This is an optimization exercise on Yosys and OpenROAD, whose aim is a short achievable clock period and few clock cycles, not a production implementation.
RTL that was checked went through simulation tests only; none was proved equivalent to the original.
The RTL of run 4 was laid out without a check of its function.
Power and IR drop assume default switching activity.

<file path="flow/config.mk">
export PLATFORM = sky130hd
export DESIGN_NAME = mini_mips_test_design
export DESIGN_NICKNAME = mini_mips_test_design
export VERILOG_FILES = /design/flow/design.v
export SDC_FILE = /design/flow/constraint.sdc
export NUM_CORES = 4
export LEC_CHECK = 0
export CAP_MARGIN = 20
export CORE_MARGIN = 2
export CORE_UTILIZATION = 40
export SLEW_MARGIN = 20
</file>
<file path="flow/constraint.sdc">
create_clock -name core_clock -period 5.0 [get_ports {clk}]
set_input_delay 1.0000 -clock core_clock [delete_from_list [all_inputs] [get_ports {clk}]]
set_output_delay 1.0000 -clock core_clock [all_outputs]
set_load 0.01 [all_outputs]
</file>
<file path="flow/design.v">
`timescale 1ns/10ps
module flop(
    input wire clk,
    input wire reset,
    input wire [7:0] d,
    output reg [7:0] q
);
    always @(posedge clk ) begin
        if (reset)
            q <= 8'b0;
        else
            q <= d;
    end
endmodule
`timescale 1ns/10ps
module flop_en(
    input wire clk,
    input wire reset,
    input wire en,
    input wire [7:0] d,
    output reg [7:0] q
);
    always @(posedge clk) begin
        if (reset) begin
            q <= 8'b0;
        end else begin
            if (en) begin
                q <= d;
            end
        end
    end
endmodule
`timescale 1ns/10ps
module mux2 #(parameter DATA_WIDTH=8) (
    input wire [DATA_WIDTH-1:0] a,
    input wire [DATA_WIDTH-1:0] b,
    input wire sel,
    output reg [DATA_WIDTH-1:0] y
);
    always @(*) begin
        case (sel)
            1'b0: y <= a;
            1'b1: y <= b;
        endcase
    end
endmodule
`timescale 1ns/10ps
module mux3(
    input wire [7:0] a,
    input wire [7:0] b,
    input wire [7:0] c,
    input wire [1:0] sel,
    output reg [7:0] y
);
    always @(*) begin
        case (sel)
            2'b00: y <= a;
            2'b01: y <= b;
            2'b10: y <= c;
            default: y <= a;
        endcase
    end
endmodule
`timescale 1ns/10ps
module mux4(
    input wire [7:0] a,
    input wire [7:0] b,
    input wire [7:0] c,
    input wire [7:0] d,
    input wire [1:0] sel,
    output reg [7:0] y
);
    always @(*) begin
        case (sel)
            2'b00: y <= a;
            2'b01: y <= b;
            2'b10: y <= c;
            2'b11: y <= d;
        endcase
    end
endmodule
`timescale 1ns/10ps
module alu(
    input wire [7:0] a,
    input wire [7:0] b,
    input wire [2:0] alucont,        
    output reg [7:0] aluout,         
    output reg zero                  
);
    reg [7:0] b2;
    reg [7:0] sum;
    reg [7:0] slt;
    always @(*) begin
        b2 = alucont[2] ? ~b : b;
        sum = a + b2 + alucont[2];
        slt = (sum[7]) ? 8'b1 : 8'b0;
        case (alucont[1:0])
            2'b00: aluout = a & b;        
            2'b01: aluout = a | b;        
            2'b10: aluout = sum;          
            2'b11: aluout = slt;          
        endcase
        zero = (aluout == 8'b0);
    end
endmodule
`timescale 1ns/10ps
module alucontrol(
    input wire [1:0] aluop,
    input wire [5:0] funct,
    output reg [2:0] alucont
);
    always @(*) begin
        case (aluop)
            2'b00: alucont <= 3'b010;  
            2'b01: alucont <= 3'b110;  
            default: begin
                case (funct)
                    6'b100000: alucont <= 3'b010;  
                    6'b100010: alucont <= 3'b110;  
                    6'b100100: alucont <= 3'b000;  
                    6'b100101: alucont <= 3'b001;  
                    6'b101010: alucont <= 3'b111;  
                    default:   alucont <= 3'b010;  
                endcase
            end
        endcase
    end
endmodule
`timescale 1ns/10ps
module register_file(
    input wire clk,
    input wire reset,               
    input wire regwrite,            
    input wire [4:0] ra1,           
    input wire [4:0] ra2,           
    input wire [4:0] wa,            
    input wire [7:0] wd,            
    output reg [7:0] rd1,          
    output reg [7:0] rd2           
);
    reg [7:0] REGS [7:0];           
    always @ (*) begin
        rd1 = (ra1[2:0] == 3'b0) ? 8'b0 : REGS[ra1[2:0]];
        rd2 = (ra2[2:0] == 3'b0) ? 8'b0 : REGS[ra2[2:0]];
    end
    always @(posedge clk) begin
        if (reset) begin
            REGS[0] <= 8'b0;
            REGS[1] <= 8'b0;
            REGS[2] <= 8'b0;
            REGS[3] <= 8'b0;
            REGS[4] <= 8'b0;
            REGS[5] <= 8'b0;
            REGS[6] <= 8'b0;
            REGS[7] <= 8'b0;
        end else begin
            if (regwrite && wa[2:0] != 3'b0) begin
                REGS[wa[2:0]] <= wd;
            end
        end
    end
endmodule
`timescale 1ns/10ps
module controller(
    input clk, reset,
    input [5:0] op,
    input [5:0] funct,
    output reg alusrca, 
    output reg [1:0] alusrcb,
    output reg branch,
    output reg iord,
    output reg [3:0] irwrite,
    output reg memwrite,
    output reg memtoreg,
    output reg pcwrite,
    output reg [1:0] pcsource,
    output reg regwrite,
    output reg regdst,
    output wire [2:0] alucont
);
parameter FETCH1 = 4'b0001;       
parameter FETCH2 = 4'b0010;       
parameter FETCH3 = 4'b0011;       
parameter FETCH4 = 4'b0100;       
parameter DECODE = 4'b0101;       
parameter MEMADR = 4'b0110;       
parameter LBRD = 4'b0111;         
parameter LBWR = 4'b1000;         
parameter SBWR = 4'b1001;         
parameter RTYPEEX = 4'b1010;      
parameter RTYPEWR = 4'b1011;      
parameter BEQEX = 4'b1100;        
parameter JEX = 4'b1101;          
parameter LB = 6'b100000;         
parameter SB = 6'b101000;         
parameter RTYPE = 6'b000000;      
parameter BEQ = 6'b000010;        
parameter J = 6'b001000;          
reg [3:0] state, nextstate;
reg [1:0] aluop;
alucontrol alucontt(
    .aluop(aluop),
    .funct(funct),
    .alucont(alucont)
);
always @(posedge clk) begin
    if (reset) begin
        state <= FETCH1;
    end 
    else begin
        state <= nextstate;
    end
end
always @(*) begin
    nextstate = state;
    case (state)
        FETCH1: nextstate = FETCH2;
        FETCH2: nextstate = FETCH3;
        FETCH3: nextstate = FETCH4;
        FETCH4: nextstate = DECODE;
        DECODE: begin
            case (op)
                LB: nextstate = MEMADR;
                SB: nextstate = MEMADR;
                RTYPE: nextstate = RTYPEEX;
                BEQ: nextstate = BEQEX;
                J: nextstate = JEX;
                default: nextstate = FETCH1;  
            endcase
        end
        MEMADR: begin
            case (op)
                LB: nextstate = LBRD;
                SB: nextstate = SBWR;
                default: nextstate = FETCH1;  
            endcase
        end
        LBRD: nextstate = LBWR;
        LBWR: nextstate = FETCH1;
        SBWR: nextstate = FETCH1;
        RTYPEEX: nextstate = RTYPEWR;
        RTYPEWR: nextstate = FETCH1;
        BEQEX: nextstate = FETCH1;
        JEX: nextstate = FETCH1;
        default: nextstate = FETCH1;  
    endcase
end
always @(*) begin
    irwrite = 4'b0000;
    pcwrite = 1'b0;
    regwrite = 1'b0;
    regdst = 1'b0;
    memwrite = 1'b0;
    alusrca = 1'b0;
    alusrcb = 2'b00;
    aluop = 2'b00;
    pcsource = 2'b00;
    iord = 1'b0;
    memtoreg = 1'b0;
    branch = 1'b0;
    case (state)
        FETCH1: begin
            alusrca = 1'b0;
            iord = 1'b0;
            irwrite = 4'b0001;  
            alusrcb = 2'b01;
            aluop = 2'b00;
            pcwrite = 1'b1;
            pcsource = 2'b00;
        end
        FETCH2: begin
            alusrca = 1'b0;
            iord = 1'b0;
            irwrite = 4'b0010;  
            alusrcb = 2'b01;
            aluop = 2'b00;
            pcwrite = 1'b1;
            pcsource = 2'b00;
        end
        FETCH3: begin
            alusrca = 1'b0;
            iord = 1'b0;
            irwrite = 4'b0100;  
            alusrcb = 2'b01;
            aluop = 2'b00;
            pcwrite = 1'b1;
            pcsource = 2'b00;
        end
        FETCH4: begin
            alusrca = 1'b0;
            iord = 1'b0;
            irwrite = 4'b1000;  
            alusrcb = 2'b01;
            aluop = 2'b00;
            pcwrite = 1'b1;
            pcsource = 2'b00;
        end
        DECODE: begin
            alusrca = 1'b0;
            alusrcb = 2'b11;
            aluop = 2'b00;
        end
        MEMADR: begin
            alusrca = 1'b1;
            alusrcb = 2'b10;
            aluop = 2'b00;
        end
        LBRD: begin
            iord = 1'b1;
        end
        LBWR: begin
            regdst = 1'b0;
            regwrite = 1'b1;
            memtoreg = 1'b1;
        end
        SBWR: begin
            memwrite = 1'b1;
            iord = 1'b1;
        end
        RTYPEEX: begin
            alusrca = 1'b1;
            alusrcb = 2'b00;
            aluop = 2'b10;
        end
        RTYPEWR: begin
            regdst = 1'b1;
            regwrite = 1'b1;
            memtoreg = 1'b0;
        end
        BEQEX: begin
            alusrca = 1'b1;
            alusrcb = 2'b00;
            aluop = 2'b01;
            branch = 1'b1;
            pcsource = 2'b01;
        end
        JEX: begin
            pcwrite = 1'b1;
            pcsource = 2'b10;
        end
    endcase
end
endmodule
`timescale 1ns/10ps
module datapath_test_design(
    input wire clk,
    input wire reset,
    input wire pcen,
    input wire iord,
    input wire [3:0] irwrite,
    input wire regdst,
    input wire memtoreg,
    input wire regwrite,
    input wire alusrca,
    input wire [1:0] alusrcb,
    input wire [2:0] alucont,
    input wire [1:0] pcsource,
    input wire [7:0] memdata,
    output reg [5:0] op,
    output reg [5:0] funct,
    output wire zero,
    output wire [7:0] addr,
    output wire [7:0] wdata
);
    wire [7:0] pc, pcnext, data, a;
    wire [7:0] aluout, aluout_flop, aluin1, aluin2, wd, rd1, rd2;
    wire [4:0] wa;
    reg  [31:0] instr;
    wire [7:0] imm = instr[7:0];
    wire [7:0] immx4 = {instr[5:0], 2'b00};
    flop_en pc_flop(.clk(clk), .reset(reset), .en(pcen), .d(pcnext), .q(pc));
    mux2 mux2_pc(.a(pc), .b(aluout_flop), .sel(iord), .y(addr));
    always @(posedge clk) begin
        if (irwrite[0]) instr[7:0]   <= memdata;
        if (irwrite[1]) instr[15:8]  <= memdata;
        if (irwrite[2]) instr[23:16] <= memdata;
        if (irwrite[3]) instr[31:24] <= memdata;
    end
    flop memdata_flop(.clk(clk), .reset(reset), .d(memdata), .q(data));
    mux2 #(.DATA_WIDTH(5)) mux2_a3(
        .a(instr[20:16]), 
        .b(instr[15:11]), 
        .sel(regdst), 
        .y(wa)
    );
    mux2 mux2_w3(.a(aluout_flop), .b(data), .sel(memtoreg), .y(wd));
    register_file regfile(
        .clk(clk),
        .reset(reset),
        .regwrite(regwrite),
        .ra1(instr[25:21]),
        .ra2(instr[20:16]),
        .wa(wa),
        .wd(wd),
        .rd1(rd1),
        .rd2(rd2)
    );
    flop rdata1_flop(.clk(clk), .reset(reset), .d(rd1), .q(a));
    flop rdata2_flop(.clk(clk), .reset(reset), .d(rd2), .q(wdata));
    mux2 mux2_a(.a(pc), .b(a), .sel(alusrca), .y(aluin1));
    mux4 mux4_b(
        .a(wdata), 
        .b(8'b00000001), 
        .c(imm), 
        .d(immx4[7:0]), 
        .sel(alusrcb), 
        .y(aluin2)
    );
    alu alu(.alucont(alucont), .a(aluin1), .b(aluin2), .aluout(aluout), .zero(zero));
    flop aluout_ff(.clk(clk), .reset(reset), .d(aluout), .q(aluout_flop));
    mux3 mux3_pc(.a(aluout), .b(aluout_flop), .c(immx4), .sel(pcsource), .y(pcnext));
    always @(*) begin
        op    = instr[31:26];
        funct = instr[5:0];
    end
endmodule
module mini_mips_test_design(
    input clk,
    input reset,
    input [7:0] memdata,
    output memwrite,
    output [7:0] adr,
    output [7:0] writedata
);
    wire zero, branch, pcwrite, alusrca, iord, regdst, memtoreg, regwrite;
    wire [1:0] alusrcb, pcsource;
    wire [2:0] alucont;
    wire [3:0] irwrite;
    wire [5:0] op, funct;
    datapath_test_design dp (
        .clk(clk),
        .reset(reset),
        .pcen((zero & branch) | pcwrite),
        .iord(iord),
        .irwrite(irwrite),
        .regdst(regdst),
        .memtoreg(memtoreg),
        .regwrite(regwrite),
        .alusrca(alusrca),
        .alusrcb(alusrcb),
        .alucont(alucont),
        .pcsource(pcsource),
        .memdata(memdata),
        .op(op),
        .funct(funct),
        .zero(zero),
        .addr(adr),
        .wdata(writedata)
    );
    controller cont (
        .clk(clk),
        .reset(reset),
        .op(op),
        .funct(funct),
        .alusrca(alusrca),
        .alusrcb(alusrcb),
        .branch(branch),
        .iord(iord),
        .irwrite(irwrite),
        .memwrite(memwrite),
        .memtoreg(memtoreg),
        .pcwrite(pcwrite),
        .pcsource(pcsource),
        .regwrite(regwrite),
        .regdst(regdst),
        .alucont(alucont)
    );
endmodule
</file>
<file path="flow/run.sh">
#!/bin/bash
# synth_recipe.tcl (not shown) runs the flow's synth.tcl, then flattens the netlist and writes it again
# the make line also repeats each setting of config.mk as NAME=value (left out here)
make -C /OpenROAD-flow-scripts/flow DESIGN_CONFIG=/design/flow/config.mk WORK_HOME=/design/flow/orfs CLKGATE_MAP_FILE= SYNTH_SCRIPT=/design/flow/synth_recipe.tcl finish
</file>
==> notes.md, run 1 <==
Wire length of the first global-routing pass - 29,300 um
Most common flop cell mapped by yosys - edfxtp_1
Final TNS setup - 0 ns
Hold/Removal Path Class - flip-flop to flip-flop
HPWL Detailed - 13,400 um
Length of the first detailed-routing pass in iterations - 5
Total Wirelength - 18,500 um
Leakage - 3.07 nW
Total setup buffers inserted after CTS - 0
Crit-path max FO - 10
Worst setup startpoint - dp.instr[5]
Mean post-synth cell area - 12.0 um^2
End of the critical path - dp.pc_flop.q[6]
Die Y - 140 um
Post-route ant nets - 0
Number of synthesized flops with an enable pin - 87
Synth area leaders - edfxtp_1, dfxtp_1, mux4_2, mux2i_1, nor2_1
Worst endpoint required time - 5.31 ns
Boundary Pins - 27
H-tree levels - 4
Max cap viols - 0
Clk latency of the worst-skew pair - 0.43 ns
Via count - 5,085
Period minus WS final - 4.10 ns
Pin count of the biggest net entering global routing - 55
Layout cells sized above 1 - 14.2%
Drt wl/cell - 21.0 um
CTS Hold Bufs - 0
Crit-path cells - and3b_4 > a32oi_4 > xnor2_1 > inv_1 > fa_1 > nor2b_1 > o21ai_0 > a311oi_1 > nand2_1 > a31o_2 > nor3b_1 > a41oi_4 > mux2_4
Placer congestion estimate - 0.871
Buffers & Inverters on Critical Path - 1
Complex-gate fraction of the synthesized area - 8.89%
Post-CTS resize count - 0
Adder-Cell Fraction of Synth Area - 2.88%
PwrDens - 408 nW/um^2
Crit path arrival time - 4.42 ns
Largest family of logic cells by synthesized area - multiplexers
Sequential fraction of the synthesis area - 51.7%
#FFs+latches synth - 147
R2R Setup Slk - 0.90 ns
Clk slew on worst S/H paths - 0.06 ns
Status - timing/DRC/antenna clean
Mapped Cells - 616
IO buf count - 26
Final hold vios - 0
Post-synth ARST share - 0%
CTS tree - done
Reg-to-reg critical path startpoint - dp.instr[5]
Core area - 18,000 um^2
Nets@finish - 665
Synth-to-Final Area Change - 15.0%
Crit Path Category - flip-flop to flip-flop
Met1 WL - 7980 um
GRT overflow - 0
Cell Rows - 49
Slew Viols, Final - 0
Post-synth top area share - 35.4%
Synth Area in XOR/XNOR - 1.27%
Die Area - 19,500 um^2
Initial antenna violation count - 0
Setup crit end kind - flip-flop
Vias in the first global route - 5,063
Post-Syn Area - 7370 um^2
Inserted Clock Buffers - 17
Met2 WL - 8980 um
Max Used Layer - met4
Drt drc - 0
Worst min-delay path startpoint - dp.pc_flop.q[2]
CP startpoint kind - flip-flop
RSZ-0062 raised after global routing - false
FF-to-FF path depth - 13
Total chip power - 3.46 mW
Critical register-to-register path endpoint - dp.pc_flop.q[6]
Initial core utilization - 40.9%
Max incr delay on CP - 0.48 ns
1st-iter DRT viols - 423
Diodes inserted - 0
Drt via density - 5.76
Metal3 WL - 1250 um
Post-synthesis simple-gate area fraction - 14.8%
Measured slew at the worst slew-check pin - 0.979 ns
Die width - 140 um
Setup-failing EPs final - 0
GRT Util Overall - 19.7%
Post-synthesis cell type count - 68
CP top delay family - compound AO/OA/AOI/OAI gates
Ys Warns - 11
Slew headroom - 34.7%
Final worst path period share - 82.1%
Clock buffer depth - 2
Multiplexer area fraction after synthesis - 17.8%
Stages on the worst setup path - 13
Slowest cell on the critical path - edfxtp_1
Peak supply drop - 0.256 mV
Clock sink count - 147
PnR worst setup slack - 0.896 ns
Clk root buf - clkbuf_16
Clk_skew - 0.00962 ns
Post-synth top area cell - edfxtp_1
FMAX - 0.244 GHz
Post-place setup slack - 0.956 ns
-- area by class of cell --
class	instances	area, um^2
Inverter	19	71.3
Tap cell	229	287
Multi-Input combinational cell	427	3400
Fill cell	1631	9540
Timing Repair Buffer	29	285
Clock inverter	9	124
Sequential cell	147	3810
Clock buffer	23	500
-- worst reg2reg max path: stages, from the launching register on --
cell and delay [ns]:
edfxtp_1 0.48, and3b_4 0.25, a32oi_4 0.46, xnor2_1 0.20, inv_1 0.09, fa_1 0.43, nor2b_1 0.21, o21ai_0 0.16
a311oi_1 0.35, nand2_1 0.10, a31o_2 0.26, nor3b_1 0.34, a41oi_4 0.30, mux2_4 0.38
-- through the flow --
stage | std cells | util, % | hold slack (ns) | area [um^2]
2_1_floorplan | 623 | - | 0.460 | 7400
3_3_place_gp | 850 | 43.5 | 0.480 | 7840
3_5_place_dp | 850 | 43.5 | 0.484 | 7840
4_1_cts | 882 | 47.0 | 0.499 | 8470
5_1_grt | 883 | 47.1 | 0.518 | 8480
6_report | 883 | 47.1 | 0.500 | 8480
-- placed cells by master, fill, tap and decap left out, drive strengths merged, types with 4 or more instances in the layout --
cell | synthesis | layout
a21o | 4 | 4
nand2b | 21 | 21
xnor2 | 6 | 6
nor2b | 15 | 15
nand3b | 5 | 5
a211o | 7 | 7
nand2 | 24 | 24
dfxtp | 60 | 60
and3 | 7 | 7
inv | 19 | 21
ha | 13 | 13
clkdlybuf4s50 | 0 | 25
mux4 | 32 | 32
edfxtp | 87 | 87
nor2 | 98 | 98
mux2i | 37 | 37
a21oi | 16 | 16
a31oi | 4 | 4
a221oi | 6 | 6
nand3 | 12 | 12
nor3 | 9 | 9
o21ai | 17 | 17
nor3b | 4 | 4
conb | 1 | 8
or3 | 4 | 4
buf | 6 | 4
clkinv | 0 | 4
clkbuf | 24 | 23
mux2 | 19 | 19
or2 | 5 | 5
-- cell usage after synthesis (11+ instances only) --
| cell type | instances |
|---|---|
| ha_1 | 13 |
| nand2b_1 | 21 |
| edfxtp_1 | 87 |
| clkbuf_1 | 24 |
| o21ai_0 | 11 |
| nor2_1 | 98 |
| mux2_2 | 16 |
| mux2i_1 | 37 |
| dfxtp_1 | 60 |
| nor2b_1 | 15 |
| nand2_1 | 24 |
| inv_1 | 19 |
| a21oi_1 | 16 |
| mux4_2 | 32 |
| nand3_1 | 12 |
-- sequential cells by signal (all words and copies together), names as in the netlist, 2 cells and up --
signal	count
cont.alucontt.aluop	2
dp.memdata_flop.q	8
dp.mux4_b.sel	2
dp.rdata1_flop.q	8
dp.rdata2_flop.q	8
dp.regfile.REGS	64
dp.pc_flop.q	8
cont.state	4
dp.instr	23
dp.aluout_ff.q	8
cont.irwrite	4
-- worst min-delay path by stage --
| stage | endpoint | depth (start not counted) |
|---|---|---|
| global placement | dp.pc_flop.q[2] | 2 |
| floorplan | dp.pc_flop.q[2] | 2 |
| CTS | dp.pc_flop.q[2] | 2 |
| detailed placement | dp.pc_flop.q[2] | 2 |
| global route | dp.instr[11] | 0 |
| finish | dp.pc_flop.q[2] | 2 |
-- routing by layer --
metal / up-vias / track usage (%)
li1: 2330 / -
met2: 154 / 31.5
met5: - / 0
met1: 2578 / 26.7
met4: 0 / 6.32
met3: 23 / 4.75
-- kinds of logic after synthesis --
family                     count (synthesis)
AOI/OAI and AO/OA                         85
xor gates and xnor gates                   9
adders and majority gates                 17
buffers and inverters                     49
DFF                                      147
muxes                                     88
other                                      1
and+or+nand+nor                          220
-- where the power goes --
group / total (mW) / switching [mW] / internal, mW
Clock: 1.34 / 0.483 / 0.855
Sequential: 1.50 / 0.117 / 1.38
Combinational: 0.626 / 0.331 / 0.295
Total: 3.46 / 0.931 / 2.53
Testbench counts, summed over its fixed seeds: cycles 77,306.
==> inputs of run 2 (changes only) <==
--- a/flow/design.v
+++ b/flow/design.v
@@ -424,45 +424,195 @@
 );
-    wire zero, branch, pcwrite, alusrca, iord, regdst, memtoreg, regwrite;
-    wire [1:0] alusrcb, pcsource;
-    wire [2:0] alucont;
-    wire [3:0] irwrite;
-    wire [5:0] op, funct;
-    datapath_test_design dp (
-        .clk(clk),
-        .reset(reset),
-        .pcen((zero & branch) | pcwrite),
-        .iord(iord),
-        .irwrite(irwrite),
-        .regdst(regdst),
-        .memtoreg(memtoreg),
-        .regwrite(regwrite),
-        .alusrca(alusrca),
-        .alusrcb(alusrcb),
-        .alucont(alucont),
-        .pcsource(pcsource),
-        .memdata(memdata),
-        .op(op),
-        .funct(funct),
-        .zero(zero),
-        .addr(adr),
-        .wdata(writedata)
-    );
-    controller cont (
-        .clk(clk),
-        .reset(reset),
-        .op(op),
-        .funct(funct),
-        .alusrca(alusrca),
-        .alusrcb(alusrcb),
-        .branch(branch),
-        .iord(iord),
-        .irwrite(irwrite),
-        .memwrite(memwrite),
-        .memtoreg(memtoreg),
-        .pcwrite(pcwrite),
-        .pcsource(pcsource),
-        .regwrite(regwrite),
-        .regdst(regdst),
-        .alucont(alucont)
-    );
+    localparam E_R = 0, E_LB = 1, E_SB = 2, E_BEQ = 3, E_J = 4;
+    localparam EW = 26;
+    localparam S_ST = 0, S_B2 = 1, S_B1 = 2, S_B0 = 3, S_MEM = 4;
+    reg  [4:0]    st;
+    reg  [5:0]    pcw;           
+    reg           la_ok;         
+    reg           hit_q;
+    reg  [EW-1:0] cur;           
+    reg  [4:0]    mk;            
+    reg  [7:0]    adr_q, wdata_q;
+    reg           mw_q;
+    reg           mem_lb;
+    reg  [2:0]    mem_dest;
+    assign adr = adr_q;
+    assign writedata = wdata_q;
+    assign memwrite = mw_q;
+    wire       c_isR   = cur[0];
+    wire       c_isLB  = cur[1];
+    wire       c_isSB  = cur[2];
+    wire       c_isBEQ = cur[3];
+    wire       c_isJ   = cur[4];
+    wire [2:0] c_rs    = cur[7:5];
+    wire [2:0] c_rt    = cur[10:8];
+    wire [2:0] c_dest  = cur[13:11];
+    wire [2:0] c_aluop = cur[16:14];
+    wire [7:0] c_imm   = cur[24:17];
+    wire [5:0] c_tgt   = cur[22:17];
+    wire       c_we    = cur[25];
+    reg [7:0] rf [1:7];
+    wire [7:0] ra = (c_rs == 3'd0) ? 8'd0 : rf[c_rs];
+    wire [7:0] rb = (c_rt == 3'd0) ? 8'd0 : rf[c_rt];
+    reg [EW-1:0] cdata [0:31];
+    reg [31:0]   cvalid;
+    reg [31:0]   ctag;
+    wire [5:0]    pcw1 = pcw + 6'd1;
+    wire [5:0]    addrB = la_ok ? c_tgt : pcw;
+    wire [EW-1:0] entA = cdata[pcw1[4:0]];
+    wire          hitA = cvalid[pcw1[4:0]] & (ctag[pcw1[4:0]] == pcw1[5]);
+    wire [EW-1:0] entB = cdata[addrB[4:0]];
+    wire          hitB = cvalid[addrB[4:0]] & (ctag[addrB[4:0]] == addrB[5]);
+    function [2:0] dec_funct(input [5:0] f);
+        case (f)
+            6'b100010: dec_funct = 3'd1;   
+            6'b100100: dec_funct = 3'd2;   
+            6'b100101: dec_funct = 3'd3;   
+            6'b101010: dec_funct = 3'd4;   
+            default:   dec_funct = 3'd0;   
+        endcase
+    endfunction
+    wire [2:0] aluop = st[S_B0] ? dec_funct(memdata[5:0]) : c_aluop;
+    wire [7:0] sum  = ra + rb;
+    wire [7:0] diff = ra - rb;
+    reg  [7:0] alu;
+    always @(*) begin
+        case (aluop)
+            3'd1:    alu = diff;
+            3'd2:    alu = ra & rb;
+            3'd3:    alu = ra | rb;
+            3'd4:    alu = {7'd0, diff[7]};
+            default: alu = sum;
+        endcase
+    end
+    wire eq = (ra == rb);
+    wire X   = st[S_ST] & la_ok & hit_q;           
+    wire LK  = st[S_ST] & ~la_ok & hitB;           
+    wire DEC = st[S_ST] & ~(la_ok & hit_q) & ~LK;  
+    wire [5:0] op = memdata[7:2];
+    wire op_R   = (op == 6'b000000);
+    wire op_LB  = (op == 6'b100000);
+    wire op_SB  = (op == 6'b101000);
+    wire op_BEQ = (op == 6'b000010);
+    wire op_J   = (op == 6'b001000);
+    wire wr_alu = (X & c_isR & c_we) | (st[S_B0] & mk[E_R] & (c_dest != 3'd0));
+    wire wr_mem = st[S_MEM] & mem_lb & (mem_dest != 3'd0);
+    wire [7:0] b0_imm = mk[E_BEQ] ? {2'b00, pcw1 + memdata[5:0]} :
+                        mk[E_J]   ? {2'b00, memdata[5:0]} : memdata;
+    wire       b0_we  = (mk[E_R] | mk[E_LB]) & (c_dest != 3'd0);
+    wire [EW-1:0] b0_ent = {b0_we, b0_imm, dec_funct(memdata[5:0]), c_dest, c_rt, c_rs, mk};
+    integer i;
+    always @(posedge clk) begin
+        if (reset) begin
+            for (i = 1; i < 8; i = i + 1) rf[i] <= 8'd0;
+        end else if (wr_mem) begin
+            rf[mem_dest] <= memdata;
+        end else if (wr_alu) begin
+            rf[c_dest] <= alu;
+        end
+    end
+    always @(posedge clk) begin
+        if (reset) begin
+            cvalid <= 32'd0;
+        end else if (st[S_B0]) begin
+            cvalid[pcw[4:0]] <= 1'b1;
+            ctag[pcw[4:0]]   <= pcw[5];
+            cdata[pcw[4:0]]  <= b0_ent;
+        end
+    end
+    reg       take;
+    reg [5:0] npc;
+    always @(posedge clk) begin
+        if (reset) begin
+            st     <= 5'b00001;
+            pcw    <= 6'd0;
+            la_ok  <= 1'b0;
+            hit_q  <= 1'b0;
+            adr_q  <= 8'h03;
+            mw_q   <= 1'b0;
+            mem_lb <= 1'b0;
+        end else begin
+            mw_q <= 1'b0;
+            if (X) begin
+                if (c_isLB | c_isSB) begin
+                    adr_q    <= ra + c_imm;
+                    wdata_q  <= rb;
+                    mw_q     <= c_isSB;
+                    mem_lb   <= c_isLB;
+                    mem_dest <= c_dest;
+                    st       <= 5'b10000;
+                    pcw      <= pcw1;
+                    cur      <= entA;
+                    hit_q    <= hitA;
+                    la_ok    <= 1'b1;
+                end else begin
+                    take = c_isJ | (c_isBEQ & eq);
+                    npc  = take ? c_tgt : pcw1;
+                    pcw   <= npc;
+                    adr_q <= {npc, 2'b11};
+                    cur   <= take ? entB : entA;
+                    hit_q <= take ? hitB : hitA;
+                    la_ok <= 1'b1;
+                end
+            end else if (LK) begin
+                cur   <= entB;
+                hit_q <= 1'b1;
+                la_ok <= 1'b1;
+            end else if (DEC) begin
+                mk <= {op_J, op_BEQ, op_SB, op_LB, op_R};
+                if (op_J) begin
+                    st    <= 5'b01000;
+                    adr_q <= {pcw, 2'b00};
+                end else if (op_R | op_LB | op_SB | op_BEQ) begin
+                    st    <= 5'b00010;
+                    adr_q <= {pcw, 2'b10};
+                end else begin
+                    pcw   <= pcw1;
+                    adr_q <= {pcw1, 2'b11};
+                    cur   <= entA;
+                    hit_q <= hitA;
+                    la_ok <= 1'b1;
+                end
+            end else if (st[S_B2]) begin
+                cur[7:5]   <= memdata[7:5];
+                cur[10:8]  <= memdata[2:0];
+                cur[13:11] <= memdata[2:0];
+                if (mk[E_R]) begin
+                    st    <= 5'b00100;
+                    adr_q <= {pcw, 2'b01};
+                end else begin
+                    st    <= 5'b01000;
+                    adr_q <= {pcw, 2'b00};
+                end
+            end else if (st[S_B1]) begin
+                cur[13:11] <= memdata[5:3];
+                st    <= 5'b01000;
+                adr_q <= {pcw, 2'b00};
+            end else if (st[S_B0]) begin
+                if (mk[E_LB] | mk[E_SB]) begin
+                    adr_q    <= ra + memdata;
+                    wdata_q  <= rb;
+                    mw_q     <= mk[E_SB];
+                    mem_lb   <= mk[E_LB];
+                    mem_dest <= c_dest;
+                    st       <= 5'b10000;
+                    pcw      <= pcw1;
+                    cur      <= entA;
+                    hit_q    <= hitA;
+                    la_ok    <= 1'b1;
+                end else begin
+                    take = mk[E_J] | (mk[E_BEQ] & eq);
+                    npc  = mk[E_J] ? memdata[5:0] : (take ? b0_imm[5:0] : pcw1);
+                    st    <= 5'b00001;
+                    pcw   <= npc;
+                    adr_q <= {npc, 2'b11};
+                    cur   <= entA;
+                    hit_q <= hitA;
+                    la_ok <= ~take;
+                end
+            end else begin  
+                st    <= 5'b00001;
+                adr_q <= {pcw, 2'b11};
+            end
+        end
+    end
 endmodule
--- a/flow/config.mk
+++ b/flow/config.mk
@@ -7,2 +7,3 @@
 export LEC_CHECK = 0
+export ABC_CLOCK_PERIOD_IN_PS = 2500
 export CAP_MARGIN = 20
@@ -10,2 +11,3 @@
 export CORE_UTILIZATION = 40
+export SETUP_SLACK_MARGIN = 2.2
 export SLEW_MARGIN = 20
==> notes.md, run 2 <==
Clock buffer depth - 3 (+1)
Slew Viols, Final - 0 (unchanged)
PwrDens - 644 nW/um^2 (+58%)
Synth-to-Final Area Change - 21.3%
FMAX - 0.258 GHz (+6.1%)
Post-synthesis simple-gate area fraction - 14.9% (+0.094 points)
Max cap viols - 0 (unchanged)
Hold/Removal Path Class - flip-flop to flip-flop
Post-Syn Area - 53,300 um^2 (+620%)
Setup-failing EPs final - 0 (unchanged)
Number of synthesized flops with an enable pin - 970 (+1000%)
Crit Path Category - flip-flop to flip-flop
Nets@finish - 4,619 (+590%)
Final worst path period share - 77.4% (-4.7 points)
Final Hold Slack - 0.461 ns (-0.0383 ns)
CTS tree - done
Ys Warns - 1 (-10)
Inserted Clock Buffers - 110 (+93)
Adder-Cell Fraction of Synth Area - 1.34% (-1.5 points)
Most common flop cell mapped by yosys - edfxtp_1
Total Wirelength - 184,000 um (+890%)
Clk latency of the worst-skew pair - 0.73 ns (+0.30 ns)
Worst endpoint required time - 5.46 ns (+0.15 ns)
CP startpoint kind - flip-flop
Wire length of the first global-routing pass - 265,000 um (+810%)
Total chip power - 41.7 mW (+1100%)
Crit-path cells - buf_12 > mux4_2 > nand2_1 > a21o_1 > ha_4 > or4_4 > nor2_4 > buf_12 > a21oi_4 > nand2b_4 > nor2_4 > nor2_4 > buf_12 > nor3_4 > a21oi_4 > buf_4
Drt via density - 6.28 (+9.0%)
Slew headroom - 29.2% (-5.5 points)
Cell Rows - 133 (+170%)
Complex-gate fraction of the synthesized area - 8.08% (-0.81 points)
Max FFs per register - 832 (+1200%)
1st-iter DRT viols - 5,652 (+1200%)
Final hold vios - 0 (unchanged)
Final TNS setup - 0 ns (unchanged)
Initial antenna violation count - 4 (+4)
Synth Area in XOR/XNOR - 0.707% (-0.57 points)
GRT overflow - 0 (unchanged)
Clock sink count - 1,031 (+600%)
Status - timing/DRC/antenna clean
Drt drc - 0 (unchanged)
Max incr delay on CP - 0.56 ns (+0.08 ns)
Post-synth top area share - 54.7% (+19 points)
Synth area leaders - edfxtp_1, mux4_2, nand2_1, nand3_1, a311oi_1
Boundary Pins - 27 (unchanged)
Post-route ant nets - 0 (unchanged)
Buffers & Inverters on Critical Path - 4 (+3)
Most common cell in the netlist - nand2_1
RSZ-0062 raised after global routing - true
Leakage - 21.9 nW (+610%)
CTS Hold Bufs - 0 (unchanged)
#FFs+latches synth - 1,031 (+600%)
Most common cell after layout, fill and taps aside - nand2_1
GRT Util Overall - 26.4% (+6.7 points)
Commonest cells after routing, fill and taps aside - nand2_1, edfxtp_1, nand3_1, mux4_2, buf_4
IO buf count - 26 (unchanged)
Drt wl/cell - 28.8 um (+37%)
Initial core utilization - 40.4% (-0.48 points)
H-tree levels - 3 (-1)
Setup crit end kind - flip-flop
Slowest cell on the critical path - or4_4
Post-synth top area cell - edfxtp_1
Pin count of the biggest net entering global routing - 147 (+170%)
Layout cells sized above 1 - 25.7% (+11 points)
Period minus WS final - 3.87 ns (-0.235 ns)
Vias in the first global route - 38,700 (+660%)
Via count - 40,200 (+690%)
Clk slew on worst S/H paths - 0.06 ns (about the same)
CP top delay family - simple AND/OR/NAND/NOR gates
Post-synth top cells - nand2_1, edfxtp_1, nand3_1, mux4_2, clkbuf_1
Peak supply drop - 0.507 mV (+98%)
Length of the first detailed-routing pass in iterations - 6 (+1)
Largest family of logic cells by synthesized area - simple AND/OR/NAND/NOR gates
Measured slew at the worst slew-check pin - 1.06 ns (+0.0829 ns)
Multiplexer area fraction after synthesis - 14.8% (-3.1 points)
Crit path arrival time - 4.33 ns (-0.09 ns)
Placer congestion estimate - 0.912 (+4.8%)
Clk_skew - 0.0439 ns (+0.0343 ns)
Mapped Cells - 4,381 (+610%)
Core area - 132,000 um^2 (+630%)
Die Area - 136,000 um^2 (+600%)
Crit-path max FO - 8 (-2)
Clk root buf - clkbuf_16
Die Y - 369 um (+160%)
Mean post-synth cell area - 12.2 um^2 (+1.6%)
Die width - 369 um (+160%)
Post-synthesis cell type count - 80 (+18%)
Sequential fraction of the synthesis area - 57.0% (+5.2 points)
Post-synth ARST share - 0% (unchanged)
HPWL Detailed - 99,500 um (+640%)
run 2: cell types whose count changed after synthesis, sizes merged, moves of 46 or more:
cell / change
and3: +62
edfxtp: +883
nand2: +989
a21oi: +79
nor2: +97
a311oi: +154
clkbuf: +192
o21ai: +46
mux4: +248
mux2i: +98
buf: +120
nand3: +412
nor3: +46
run 2: cell families (layout without fill, tap and decap cells):
family | count (synthesis) | in the layout
mux | 432 | 435
simple gates | 1841 | 1841
flops | 1031 | 1031
fa+ha+maj | 55 | 55
other cells | 0 | 1
buf+inv | 400 | 663
xor+xnor | 43 | 44
compound gates | 579 | 582
run 2: layout make-up:
| class | count | area, um^2 |
|---|---|---|
| Inverter | 58 | 253 |
| Multi-Input combinational cell | 2957 | 23800 |
| Clock buffer | 140 | 2970 |
| Fill cell | 11300 | 67100 |
| Clock inverter | 65 | 569 |
| Antenna cell | 1 | 2.50 |
| Sequential cell | 1031 | 30400 |
| Tap cell | 1755 | 2200 |
| Timing Repair Buffer | 400 | 4480 |
run 2: power by group:
part	total [mW]	internal, mW	leakage, nW	switching [mW]
clock network	8.16	4.61	1.73	3.56
registers	11.1	10.6	9.34	0.450
logic	22.4	9.13	10.8	13.3
run 2: final timing paths:
kind	start	end	slack (ns)	cells past startpoint
min	adr_q[6]	adr_q[6]	0.46	2
max reg2reg	flip-flop	cur[24]	1.13	16
max	flip-flop	cur[24]	1.13	16
min reg2reg	adr_q[6]	adr_q[6]	0.46	2
run 2: through the flow:
stage                     instances  area (um^2)  setup WS [ns]  util [%]
after floorplan                4381        54000           1.43         -
after global placement         5987        56900          0.583      43.2
after detailed placement       5987        56900          0.574      43.2
after CTS                      6370        63600           1.24      48.2
after global routing           6407        64600           1.06      49.1
final                          6407        64600           1.13      49.1
run 2: metal layers:
metal / GRT usage [%] / routed length, um / vias to the layer above
met4: 12.1 / 8610 / 4
met3: 5.62 / 19900 / 505
met1: 35.1 / 70500 / 20200
met5: 0 / 27 / -
li1: - / - / 17100
met2: 41.6 / 85400 / 2398
run 2: tightest hold or removal path: cells and delay by family (launching register included):
kind,cells,cell delay (ns)
AND/OR/NAND/NOR,1,0.05
AO/OA/AOI/OAI,1,0.05
flip-flops,1,0.31
run 2: timing repair:
| action | CTS | global route |
|---|---|---|
| endpoints found under the setup margin | 1140 | 425 |
| gates resized for setup | 294 | 161 |
| pin swaps | 120 | 67 |
| gates cloned | 18 | 2 |
| buffers inserted | 160 | 34 |
Testbench counts of run 2, summed over its fixed seeds: cycles 26,275.
==> inputs of run 3 (changes only) <==
--- a/flow/config.mk
+++ b/flow/config.mk
@@ -7,3 +7,2 @@
 export LEC_CHECK = 0
-export ABC_CLOCK_PERIOD_IN_PS = 2500
 export CAP_MARGIN = 20
@@ -11,3 +10,2 @@
 export CORE_UTILIZATION = 40
-export SETUP_SLACK_MARGIN = 2.2
 export SLEW_MARGIN = 20
==> notes.md, run 3 <==
Clock sink count - 1,031 (unchanged)
CP startpoint kind - flip-flop
Boundary Pins - 27 (unchanged)
Post-synth top area cell - edfxtp_1
Wire length of the first global-routing pass - 256,000 um (-3.3%)
Pin count of the biggest net entering global routing - 146 (-0.68%)
Total Wirelength - 176,000 um (-4.4%)
Drt wl/cell - 28.3 um (-1.7%)
Nets@finish - 4,437 (-3.9%)
Clock share of power - 22.7% (+3.1 points)
Max cap viols - 0 (unchanged)
Slew Viols, Final - 0 (unchanged)
HPWL Detailed - 104,000 um (+5.1%)
Peak supply drop - 0.557 mV (+9.9%)
Clk root buf - clkbuf_16
Sequential fraction of the synthesis area - 57.0% (unchanged)
Crit path arrival time - 5.21 ns (+0.88 ns)
Max incr delay on CP - 0.55 ns (about the same)
Final cell utilization of the core - 45.7% (-3.3 points)
Die Area - 136,000 um^2 (unchanged)
Internal power - 22.1 mW (-9.2%)
Final worst path period share - 92.3% (+15 points)
Final hold vios - 0 (unchanged)
Total setup buffers inserted after CTS - 0 (-100%)
Met3 GRT Util - 4.62% (-1.0 points)
Leakage - 20.4 nW (-6.7%)
Placer congestion estimate - 0.947 (+3.8%)
#FFs+latches synth - 1,031 (unchanged)
Period minus WS final - 4.61 ns (+0.746 ns)
GRT overflow - 0 (unchanged)
CTS tree - done
Crit Path Category - flip-flop to flip-flop
Layout cells sized above 1 - 16.6% (-9.0 points)
Slew headroom - 20.0% (-9.2 points)
CTS Hold Bufs - 0 (unchanged)
Post-place setup slack - 0.447 ns (-0.127 ns)
Post-synth top area share - 54.7% (unchanged)
FF-to-FF path depth - 15 (-1)
Drt drc - 0 (unchanged)
Slowest cell on the critical path - mux4_2
R2R Setup Slk - 0.39 ns (-0.75 ns)
Setup-failing EPs final - 0 (unchanged)
NetSw - 15.5 mW (-10%)
Inserted Clock Buffers - 111 (+0.91%)
Met1 Track Usage GR - 34.4% (-0.74 points)
Worst Hold Path EP - cvalid[21]
Switching power share of the total - 41.2% (-0.28 points)
Most common cell after layout, fill and taps aside - nand2_1
Clk slew on worst S/H paths - 0.08 ns (+0.02 ns)
Synth area leaders - edfxtp_1, mux4_2, nand2_1, nand3_1, a311oi_1
Post-CTS resize count - 0 (-100%)
Via count - 38,700 (-3.7%)
Max FFs per register - 832 (unchanged)
GRT Util Overall - 25.5% (-0.92 points)
H-tree levels - 3 (unchanged)
Length of the first detailed-routing pass in iterations - 6 (unchanged)
Sequential Power Share - 29.8% (+3.2 points)
Post-synthesis cell type count - 80 (unchanged)
Mapped Cells - 4,381 (unchanged)
1st-iter DRT viols - 4,691 (-17%)
Cell Rows - 133 (unchanged)
Clk latency of the worst-skew pair - 0.73 ns (about the same)
Status - timing/DRC/antenna clean
PwrDens - 625 nW/um^2 (-3.1%)
Ys Warns - 1 (unchanged)
Most common flop cell mapped by yosys - edfxtp_1
Number of synthesized flops with an enable pin - 970 (unchanged)
IO buf count - 26 (unchanged)
Final TNS setup - 0 ns (unchanged)
Die Y - 369 um (unchanged)
Drt via density - 6.22 (-0.97%)
Post-synth ARST share - 0% (unchanged)
Post-Syn Area - 53,300 um^2 (unchanged)
Hold path depth - 1 (-1)
Die width - 369 um (unchanged)
Post-synth top cells - nand2_1, edfxtp_1, nand3_1, mux4_2, clkbuf_1
Initial core utilization - 40.4% (unchanged)
Crit-path cells - buf_4 > mux4_2 > nand2_1 > a21o_1 > ha_1 > or4_1 > nor2_1 > buf_4 > nand2_1 > nor2_1 > a21oi_1 > mux2i_1 > a2111oi_0 > a2111oi_0 > a221oi_1
FMAX - 0.217 GHz (-16%)
Initial antenna violation count - 3 (-1)
M2 GR Usage - 40.3% (-1.3 points)
Vias in the first global route - 37,400 (-3.2%)
Hold/Removal Path Class - flip-flop to flip-flop
Synth-to-Final Area Change - 13.1%
Most common cell in the netlist - nand2_1
Measured slew at the worst slew-check pin - 1.19 ns (+0.129 ns)
Mean post-synth cell area - 12.2 um^2 (unchanged)
Worst min-delay path startpoint - cvalid[21]
Clock buffer depth - 3 (unchanged)
Clk_skew - 0.0335 ns (-0.0104 ns)
Post-route ant nets - 0 (unchanged)
Setup crit end kind - flip-flop
Commonest cells after routing, fill and taps aside - nand2_1, edfxtp_1, nand3_1, mux4_2, buf_4
RSZ-0062 raised after global routing - false
Core area - 132,000 um^2 (unchanged)
Worst endpoint required time - 5.60 ns (+0.14 ns)
Comb power frac - 47.6% (-6.2 points)
Crit-path max FO - 18 (+10)
Busiest grt layer - met2
PnR worst setup slack - 0.385 ns (-0.746 ns)
Critical register-to-register path endpoint - adr_q[2]
-- run 3: cell counts after synthesis --
Identical to the previous run, type by type.
-- run 3: power by group through the flow --
stage	Sequential [mW]	Combinational (mW)	Clock, mW
after floorplan	11.2	12.1	0
after global placement	11.4	17.5	0
after detailed placement	11.4	17.6	0
after CTS	11.2	17.6	8.59
after global routing	11.2	19.1	8.94
final	11.2	17.9	8.53
-- run 3: worst max path at each step --
stage,cells after the start,startpoint,end,slack [ns]
floorplan,11,memdata[1],rf[1][0],0.14
global placement,11,pcw[0],flip-flop,0.40
detailed placement,11,pcw[0],flip-flop,0.45
CTS,11,pcw[0],flip-flop,0.41
global route,15,flip-flop,adr_q[2],0.12
finish,15,flip-flop,adr_q[2],0.39
-- run 3: logic make-up after synthesis --
logic type	Yosys count	synth area share (%)
and+or+nand+nor	1841	14.9
DFF	1031	57.0
AOI/OAI and AO/OA	579	8.08
muxes	432	14.8
buffers and inverters	400	3.21
adders and majority gates	55	1.34
xor gates and xnor gates	43	0.707
-- run 3: cell type report --
cell class                      count  area, um^2
Antenna cell                        4        10.0
Clock buffer                      135        2970
Clock inverter                     76         797
Fill cell                       11700       71500
Inverter                           58         225
Multi-Input combinational cell   2950       21700
Sequential cell                  1031       30400
Tap cell                         1755        2200
Timing Repair Buffer              224        2020
-- run 3: layer usage --
layer / up-vias / share of wire, % / wire, um
li1: 16700 / - / -
met1: 19400 / 40 / 69900
met2: 2146 / 46 / 81800
met3: 457 / 9.3 / 16300
met4: 2 / 4.7 / 8250
met5: - / 0.0074 / 13
-- run 3: metrics by stage --
step | std cells | instance area [um^2] | power [mW] | hold slack (ns)
floorplan | 4381 | 53300 | 23.3 | 0.432
detailed placement | 6018 | 56500 | 29.0 | 0.482
global route | 6231 | 60200 | 39.3 | 0.504
finish | 6233 | 60300 | 37.6 | 0.493
global placement | 6018 | 56500 | 28.9 | 0.483
CTS | 6229 | 60200 | 37.4 | 0.491
-- run 3: worst max-delay path: cells and delay by family (launching register included) --
| kind | cells | cell delay, ns |
|---|---|---|
| and+or+nand+nor | 5 | 1.32 |
| AOI/OAI and AO/OA | 5 | 1.17 |
| muxes | 2 | 0.82 |
| buffers and inverters | 2 | 0.50 |
| adders and majority gates | 1 | 0.34 |
| DFF | 1 | 0.31 |
==> inputs of run 4 (changes only) <==
--- a/flow/design.v
+++ b/flow/design.v
@@ -424,4 +424,7 @@
 );
+    localparam IB = 4;               
+    localparam NE = 1 << IB;         
+    localparam TB = 6 - IB;          
     localparam E_R = 0, E_LB = 1, E_SB = 2, E_BEQ = 3, E_J = 4;
-    localparam EW = 26;
+    localparam EW = 30;
     localparam S_ST = 0, S_B2 = 1, S_B1 = 2, S_B0 = 3, S_MEM = 4;
@@ -429,2 +432,3 @@
     reg  [5:0]    pcw;           
+    reg  [5:0]    pcw1;          
     reg           la_ok;         
@@ -437,2 +441,6 @@
     reg  [2:0]    mem_dest;
+    reg           mis_q;         
+    reg  [EW-1:0] alt_ent;       
+    reg           alt_hit;
+    reg  [5:0]    alt_pc, alt_pc1;
     assign adr = adr_q;
@@ -448,6 +456,8 @@
     wire [2:0] c_dest  = cur[13:11];
-    wire [2:0] c_aluop = cur[16:14];
-    wire [7:0] c_imm   = cur[24:17];
-    wire [5:0] c_tgt   = cur[22:17];
-    wire       c_we    = cur[25];
+    wire [4:0] c_aluop = cur[18:14];     
+    wire [7:0] c_imm   = cur[26:19];
+    wire [5:0] c_tgt   = cur[24:19];
+    wire       c_we    = cur[27];
+    wire       c_ptk   = cur[28];        
+    wire       c_mem   = cur[29];        
     reg [7:0] rf [1:7];
@@ -455,37 +465,45 @@
     wire [7:0] rb = (c_rt == 3'd0) ? 8'd0 : rf[c_rt];
-    reg [EW-1:0] cdata [0:31];
-    reg [31:0]   cvalid;
-    reg [31:0]   ctag;
-    wire [5:0]    pcw1 = pcw + 6'd1;
-    wire [5:0]    addrB = la_ok ? c_tgt : pcw;
-    wire [EW-1:0] entA = cdata[pcw1[4:0]];
-    wire          hitA = cvalid[pcw1[4:0]] & (ctag[pcw1[4:0]] == pcw1[5]);
-    wire [EW-1:0] entB = cdata[addrB[4:0]];
-    wire          hitB = cvalid[addrB[4:0]] & (ctag[addrB[4:0]] == addrB[5]);
-    function [2:0] dec_funct(input [5:0] f);
+    reg [EW-1:0] cdata [0:NE-1];
+    reg [NE-1:0] cvalid;
+    reg [TB-1:0] ctag [0:NE-1];
+    wire [5:0] pcw2 = pcw1 + 6'd1;
+    wire [5:0] tgt1 = c_tgt + 6'd1;
+    wire [5:0] addrB = c_tgt;            
+    reg  [EW-1:0] entA, entB;
+    reg           hitA, hitB;
+    integer k;
+    always @(*) begin
+        entA = {EW{1'b0}};
+        entB = {EW{1'b0}};
+        hitA = 1'b0;
+        hitB = 1'b0;
+        for (k = 0; k < NE; k = k + 1) begin
+            entA = entA | (cdata[k] & {EW{pcw1[IB-1:0] == k}});
+            entB = entB | (cdata[k] & {EW{addrB[IB-1:0] == k}});
+            hitA = hitA | (cvalid[k] & (ctag[k] == pcw1[5:IB]) & (pcw1[IB-1:0] == k));
+            hitB = hitB | (cvalid[k] & (ctag[k] == addrB[5:IB]) & (addrB[IB-1:0] == k));
+        end
+    end
+    function [4:0] dec_funct(input [5:0] f);
         case (f)
-            6'b100010: dec_funct = 3'd1;   
-            6'b100100: dec_funct = 3'd2;   
-            6'b100101: dec_funct = 3'd3;   
-            6'b101010: dec_funct = 3'd4;   
-            default:   dec_funct = 3'd0;   
+            6'b100010: dec_funct = 5'b00010;   
+            6'b100100: dec_funct = 5'b00100;   
+            6'b100101: dec_funct = 5'b01000;   
+            6'b101010: dec_funct = 5'b10000;   
+            default:   dec_funct = 5'b00001;   
         endcase
     endfunction
-    wire [2:0] aluop = st[S_B0] ? dec_funct(memdata[5:0]) : c_aluop;
+    wire [4:0] aluop = st[S_B0] ? dec_funct(memdata[5:0]) : c_aluop;
     wire [7:0] sum  = ra + rb;
     wire [7:0] diff = ra - rb;
-    reg  [7:0] alu;
-    always @(*) begin
-        case (aluop)
-            3'd1:    alu = diff;
-            3'd2:    alu = ra & rb;
-            3'd3:    alu = ra | rb;
-            3'd4:    alu = {7'd0, diff[7]};
-            default: alu = sum;
-        endcase
-    end
+    wire [7:0] alu  = ({8{aluop[0]}} & sum)
+                    | ({8{aluop[1]}} & diff)
+                    | ({8{aluop[2]}} & (ra & rb))
+                    | ({8{aluop[3]}} & (ra | rb))
+                    | ({8{aluop[4]}} & {7'd0, diff[7]});
     wire eq = (ra == rb);
-    wire X   = st[S_ST] & la_ok & hit_q;           
-    wire LK  = st[S_ST] & ~la_ok & hitB;           
-    wire DEC = st[S_ST] & ~(la_ok & hit_q) & ~LK;  
+    wire ST  = st[S_ST] & ~mis_q;
+    wire X   = ST & la_ok & hit_q;               
+    wire LK  = ST & ~la_ok & hitB;               
+    wire DEC = ST & ~(la_ok & hit_q) & ~LK;      
     wire [5:0] op = memdata[7:2];
@@ -498,6 +516,11 @@
     wire wr_mem = st[S_MEM] & mem_lb & (mem_dest != 3'd0);
-    wire [7:0] b0_imm = mk[E_BEQ] ? {2'b00, pcw1 + memdata[5:0]} :
+    wire [5:0] b0_bt  = pcw1 + memdata[5:0];
+    wire [5:0] b0_bt1 = pcw2 + memdata[5:0];
+    wire [5:0] b0_jt1 = memdata[5:0] + 6'd1;
+    wire [7:0] b0_imm = mk[E_BEQ] ? {2'b00, b0_bt} :
                         mk[E_J]   ? {2'b00, memdata[5:0]} : memdata;
     wire       b0_we  = (mk[E_R] | mk[E_LB]) & (c_dest != 3'd0);
-    wire [EW-1:0] b0_ent = {b0_we, b0_imm, dec_funct(memdata[5:0]), c_dest, c_rt, c_rs, mk};
+    wire       b0_ptk = mk[E_J] | (mk[E_BEQ] & (c_rs == c_rt));
+    wire [EW-1:0] b0_ent = {mk[E_LB] | mk[E_SB], b0_ptk, b0_we, b0_imm,
+                            dec_funct(memdata[5:0]), c_dest, c_rt, c_rs, mk};
     integer i;
@@ -514,9 +537,15 @@
         if (reset) begin
-            cvalid <= 32'd0;
+            cvalid <= {NE{1'b0}};
         end else if (st[S_B0]) begin
-            cvalid[pcw[4:0]] <= 1'b1;
-            ctag[pcw[4:0]]   <= pcw[5];
-            cdata[pcw[4:0]]  <= b0_ent;
+            cvalid[pcw[IB-1:0]] <= 1'b1;
+            ctag[pcw[IB-1:0]]   <= pcw[5:IB];
+            cdata[pcw[IB-1:0]]  <= b0_ent;
         end
     end
+    always @(posedge clk) begin
+        alt_ent <= entB;
+        alt_hit <= hitB;
+        alt_pc  <= c_tgt;
+        alt_pc1 <= tgt1;
+    end
     reg       take;
@@ -527,2 +556,4 @@
             pcw    <= 6'd0;
+            pcw1   <= 6'd1;
+            cur[24:19] <= 6'd0;
             la_ok  <= 1'b0;
@@ -532,6 +563,15 @@
             mem_lb <= 1'b0;
+            mis_q  <= 1'b0;
         end else begin
-            mw_q <= 1'b0;
-            if (X) begin
-                if (c_isLB | c_isSB) begin
+            mw_q  <= 1'b0;
+            mis_q <= 1'b0;
+            if (mis_q) begin
+                pcw   <= alt_pc;
+                pcw1  <= alt_pc1;
+                adr_q <= {alt_pc, 2'b11};
+                cur   <= alt_ent;
+                hit_q <= alt_hit;
+                la_ok <= 1'b1;
+            end else if (X) begin
+                if (c_mem) begin
                     adr_q    <= ra + c_imm;
@@ -543,2 +583,3 @@
                     pcw      <= pcw1;
+                    pcw1     <= pcw2;
                     cur      <= entA;
@@ -547,8 +588,9 @@
                 end else begin
-                    take = c_isJ | (c_isBEQ & eq);
-                    npc  = take ? c_tgt : pcw1;
+                    mis_q <= c_isBEQ & ~c_ptk & eq;
+                    npc   = c_ptk ? c_tgt : pcw1;
                     pcw   <= npc;
+                    pcw1  <= c_ptk ? tgt1 : pcw2;
                     adr_q <= {npc, 2'b11};
-                    cur   <= take ? entB : entA;
-                    hit_q <= take ? hitB : hitA;
+                    cur   <= c_ptk ? entB : entA;
+                    hit_q <= c_ptk ? hitB : hitA;
                     la_ok <= 1'b1;
@@ -569,2 +611,3 @@
                     pcw   <= pcw1;
+                    pcw1  <= pcw2;
                     adr_q <= {pcw1, 2'b11};
@@ -598,2 +641,3 @@
                     pcw      <= pcw1;
+                    pcw1     <= pcw2;
                     cur      <= entA;
@@ -603,11 +647,16 @@
                     take = mk[E_J] | (mk[E_BEQ] & eq);
-                    npc  = mk[E_J] ? memdata[5:0] : (take ? b0_imm[5:0] : pcw1);
+                    npc  = mk[E_J] ? memdata[5:0] : (take ? b0_bt : pcw1);
                     st    <= 5'b00001;
                     pcw   <= npc;
+                    pcw1  <= mk[E_J] ? b0_jt1 : (take ? b0_bt1 : pcw2);
                     adr_q <= {npc, 2'b11};
-                    cur   <= entA;
-                    hit_q <= hitA;
+                    if (take) begin
+                        cur[24:19] <= npc;
+                    end else begin
+                        cur   <= entA;
+                        hit_q <= hitA;
+                    end
                     la_ok <= ~take;
                 end
-            end else begin  
+            end else if (st[S_MEM]) begin
                 st    <= 5'b00001;
--- a/flow/config.mk
+++ b/flow/config.mk
@@ -7,5 +7,7 @@
 export LEC_CHECK = 0
+export ABC_CLOCK_PERIOD_IN_PS = 2000
 export CAP_MARGIN = 20
 export CORE_MARGIN = 2
-export CORE_UTILIZATION = 40
+export CORE_UTILIZATION = 50
+export SETUP_SLACK_MARGIN = 2.6
 export SLEW_MARGIN = 20
==> notes.md, run 4 <==
Setup crit end kind - flip-flop
Leakage - 15.5 nW (-24%)
Drt wl/cell - 38.4 um (+36%)
Final TNS setup - 0 ns (unchanged)
Crit-path max FO - 8 (-10)
Commonest cells after routing, fill and taps aside - edfxtp_1, buf_4, a22o_1, nor2_1, a221oi_1
Clk_skew - 0.0342 ns (+0.000661 ns)
Most common flop cell mapped by yosys - edfxtp_1
Vias in the first global route - 28,300 (-24%)
Sequential Power Share - 29.8% (about the same)
GRT Util Overall - 42.8% (+17 points)
Clk slew on worst S/H paths - 0.06 ns (-0.02 ns)
Final cell utilization of the core - 65.9% (+20 points)
Placer congestion estimate - 0.977 (+3.2%)
Post-synth top area share - 53.0% (-1.7 points)
Setup-failing EPs final - 0 (unchanged)
Crit Path Category - flip-flop to flip-flop
Crit-path cells - buf_12 > mux4_2 > nand2_2 > a21o_1 > buf_6 > ha_4 > nor4_4 > and3_4 > mux2i_1 > mux2_4 > a21bo_1 > a311o_1 > a21boi_1
Max cap viols - 0 (unchanged)
Busiest grt layer - met2
Met1 Track Usage GR - 54.9% (+20 points)
#FFs+latches synth - 699 (-32%)
Hold/Removal Path Class - flip-flop to flip-flop
Die Y - 265 um (-28%)
Slowest cell on the critical path - mux4_2
Post-synthesis cell type count - 88 (+10%)
Nets@finish - 3,139 (-29%)
M2 GR Usage - 62.8% (+23 points)
Post-synth top area cell - edfxtp_1
Clk root buf - clkbuf_16
HPWL Detailed - 80,800 um (-23%)
PwrDens - 587 nW/um^2 (-6.1%)
Peak supply drop - 0.337 mV (-39%)
Clock share of power - 21.8% (-0.9 points)
Layout cells sized above 1 - 31.8% (+15 points)
Drt drc - 0 (unchanged)
Cell Rows - 95 (-29%)
Post-synth ARST share - 0% (unchanged)
Initial antenna violation count - 7 (+4)
FF-to-FF path depth - 13 (-2)
Non-Filler Instances - 4,000 (-36%)
Synth area leaders - edfxtp_1, dfxtp_1, a221oi_1, a22o_1, xnor2_1
Ys Warns - 1 (unchanged)
Total Wirelength - 154,000 um (-13%)
Post-route ant nets - 0 (unchanged)
CTS tree - done
Number of synthesized flops with an enable pin - 599 (-38%)
Clk latency of the worst-skew pair - 0.65 ns (-0.08 ns)
Pin count of the biggest net entering global routing - 52 (-64%)
Crit path arrival time - 4.11 ns (-1.10 ns)
Post-synth top cells - edfxtp_1, nor2_1, a221oi_1, a22o_1, nand2_1
Comb power frac - 48.4% (+0.8 points)
CP startpoint kind - flip-flop
Most common cell in the netlist - edfxtp_1
Fillcell total - 4,869 (-58%)
Cell total after placement - 3,522 (-41%)
Period minus WS final - 3.61 ns (-1.00 ns)
End of the critical path - pcw1[0]
Internal power - 15.7 mW (-29%)
Final hold vios - 0 (unchanged)
1st-iter DRT viols - 5,318 (+13%)
IO buf count - 26 (unchanged)
Status - timing/DRC/antenna clean
Slew headroom - 7.50% (-13 points)
Worst endpoint required time - 5.50 ns (-0.10 ns)
Measured slew at the worst slew-check pin - 1.38 ns (+0.191 ns)
NetSw - 10.3 mW (-34%)
CTS Hold Bufs - 0 (unchanged)
Initial core utilization - 50.6% (+10 points)
Max incr delay on CP - 0.51 ns (-0.04 ns)
Final worst path period share - 72.3% (-20 points)
Clock buffer depth - 3 (unchanged)
Inserted Clock Buffers - 76 (-32%)
Post-Syn Area - 34,000 um^2 (-36%)
Final Hold Slack - 0.513 ns (+0.0209 ns)
Sequential fraction of the synthesis area - 58.9% (+1.9 points)
Wire length of the first global-routing pass - 211,000 um (-18%)
Clock sink count - 699 (-32%)
Core area - 67,200 um^2 (-49%)
H-tree levels - 3 (unchanged)
Die width - 265 um (-28%)
Boundary Pins - 27 (unchanged)
GRT overflow - 0 (unchanged)
Synth-to-Final Area Change - 30.4%
Drt via density - 7.46 (+20%)
Slew Viols, Final - 0 (unchanged)
Length of the first detailed-routing pass in iterations - 11 (+5)
FMAX - 0.277 GHz (+28%)
Via count - 29,900 (-23%)
Met3 GRT Util - 14.5% (+9.9 points)
Die Area - 70,000 um^2 (-49%)
Switching power share of the total - 39.6% (-1.6 points)
R2R Setup Slk - 1.39 ns (+1.00 ns)
RSZ-0062 raised after global routing - true
Critical register-to-register path endpoint - pcw1[0]
Most common cell after layout, fill and taps aside - edfxtp_1
Mapped Cells - 2,711 (-38%)
Mean post-synth cell area - 12.5 um^2 (+3.0%)
Max FFs per register - 464 (-44%)
==> run 4: changes by cell type in the layout (fill, tap and decap cells not counted), moves of 52 or more <==
cell      change
a221oi_1    +123
a22o_1      +134
a22oi_1      +89
a311oi_1    -155
and3_1       -52
buf_4        +93
buf_6        +65
edfxtp_1    -371
mux2i_1     -103
mux4_2      -247
nand2_1     -887
nand3_1     -385
nand4_1      +93
xnor2_1      +62
==> run 4: worst min-delay path by stage <==
stage | start | to | depth (start not counted)
2_1_floorplan | cur[24] | alt_pc[5] | 0
3_3_place_gp | alt_ent[24] | cur[24] | 2
3_5_place_dp | mem_lb | mem_lb | 2
4_1_cts | mem_lb | mem_lb | 2
5_1_grt | alt_pc[1] | adr_q[3] | 2
6_report | cvalid[11] | cvalid[11] | 2
==> run 4: logic make-up (layout without fill, tap and decap cells) <==
kind of cell               Yosys count  in the layout  share of synthesized area [%]
AOI/OAI and AO/OA                  820            820                           18.6
xor gates and xnor gates           106            106                           2.73
adders and majority gates           69             69                           2.67
buffers and inverters              253            652                           3.16
DFF                                699            699                           58.9
muxes                               91             92                           3.94
other                                0              5                              0
and+or+nand+nor                    673            684                           10.1
==> run 4: timing repair <==
action / in CTS / in global routing
endpoints found under the setup margin: 892 / 698
hold endpoints to repair: 0 / 0
pin swaps: 132 / 185
setup buffers: 218 / 87
gates resized for setup: 453 / 230
cloned: 27 / 1
==> run 4: critical path, delay by kind of cell (launching register included) <==
kind | cells | cell delay [ns]
fa+ha+maj | 1 | 0.20
buf+inv | 2 | 0.27
compound gates | 4 | 0.86
mux | 3 | 1.01
simple gates | 3 | 0.74
flops | 1 | 0.39
==> run 4: metrics by stage <==
stage	setup WS, ns	instance area (um^2)	power, mW
2_1_floorplan	1.75	34600	13.4
3_3_place_gp	0.961	35900	16.4
3_5_place_dp	0.886	35900	16.5
4_1_cts	1.47	42400	24.2
5_1_grt	1.27	44300	26.6
6_report	1.39	44300	26.0
==> run 4: layout make-up <==
| type | instances | area, um^2 | share of cell area, % |
|---|---|---|---|
| multi-input combinational | 1771 | 15500 | 35.1 |
| sequential | 699 | 20100 | 45.3 |
| timing repair buffer | 448 | 4840 | 10.9 |
| inverter | 63 | 274 | 0.619 |
| antenna | 5 | 12.5 | 0.0283 |
| tap | 873 | 1090 | 2.47 |
| clock buffer | 108 | 2150 | 4.85 |
| clock inverter | 32 | 327 | 0.737 |
| timing repair inverter | 1 | 5.00 | 0.0113 |
==> run 4: power by group through the flow <==
stage	clock [mW]	sequential (mW)	combinational (mW)
3_3_place_gp	0	7.99	8.45
2_1_floorplan	0	7.62	5.78
3_5_place_dp	0	7.99	8.51
6_report	5.67	7.75	12.6
4_1_cts	5.66	7.72	10.8
5_1_grt	5.89	7.77	12.9
==> run 4: layer usage <==
metal	wire (um)	up-vias
met4	12500	8
li1	-	11600
met5	121	-
met2	65200	2759
met1	53500	14600
met3	22500	822

re-timing with driven ports:
In the flow no input, the clock included, has a driving cell. The finished layouts below were timed again as built, in two steps.
Step 1: set_driving_cell puts a clkbuf_16 on clk and a buf_2 on each other input, an assumption about the parent block.
Step 2 times the ports against the registers' clock, not the clock port: input delays grow and output delays shrink by t, the midpoint of the rising clock arrivals with the driver on.
a / b / c = no drivers / after step 1 / after step 2; a / b = the first two.
| run | t (ns) | setup slack, ns | clock arrival spread, ns | cell pins on the clock port's net |
|---|---|---|---|---|
| run 1 | 0.462 | 0.896 / 0.896 / 0.896 | 0.010 / 0.010 | 1 |
| run 2 | 0.794 | 1.131 / 1.131 / 0.774 | 0.054 / 0.055 | 1 |
| run 3 | 0.792 | 0.385 / 0.385 / 0.385 | 0.034 / 0.034 | 1 |
| run 4 | 0.700 | 1.387 / 1.387 / 1.193 | 0.035 / 0.036 | 1 |
After both steps setup and hold are still met in every run listed. The setup slack of run 2, which loses most, moves by 0.000 ns with the drivers and by -0.357 ns with both steps.
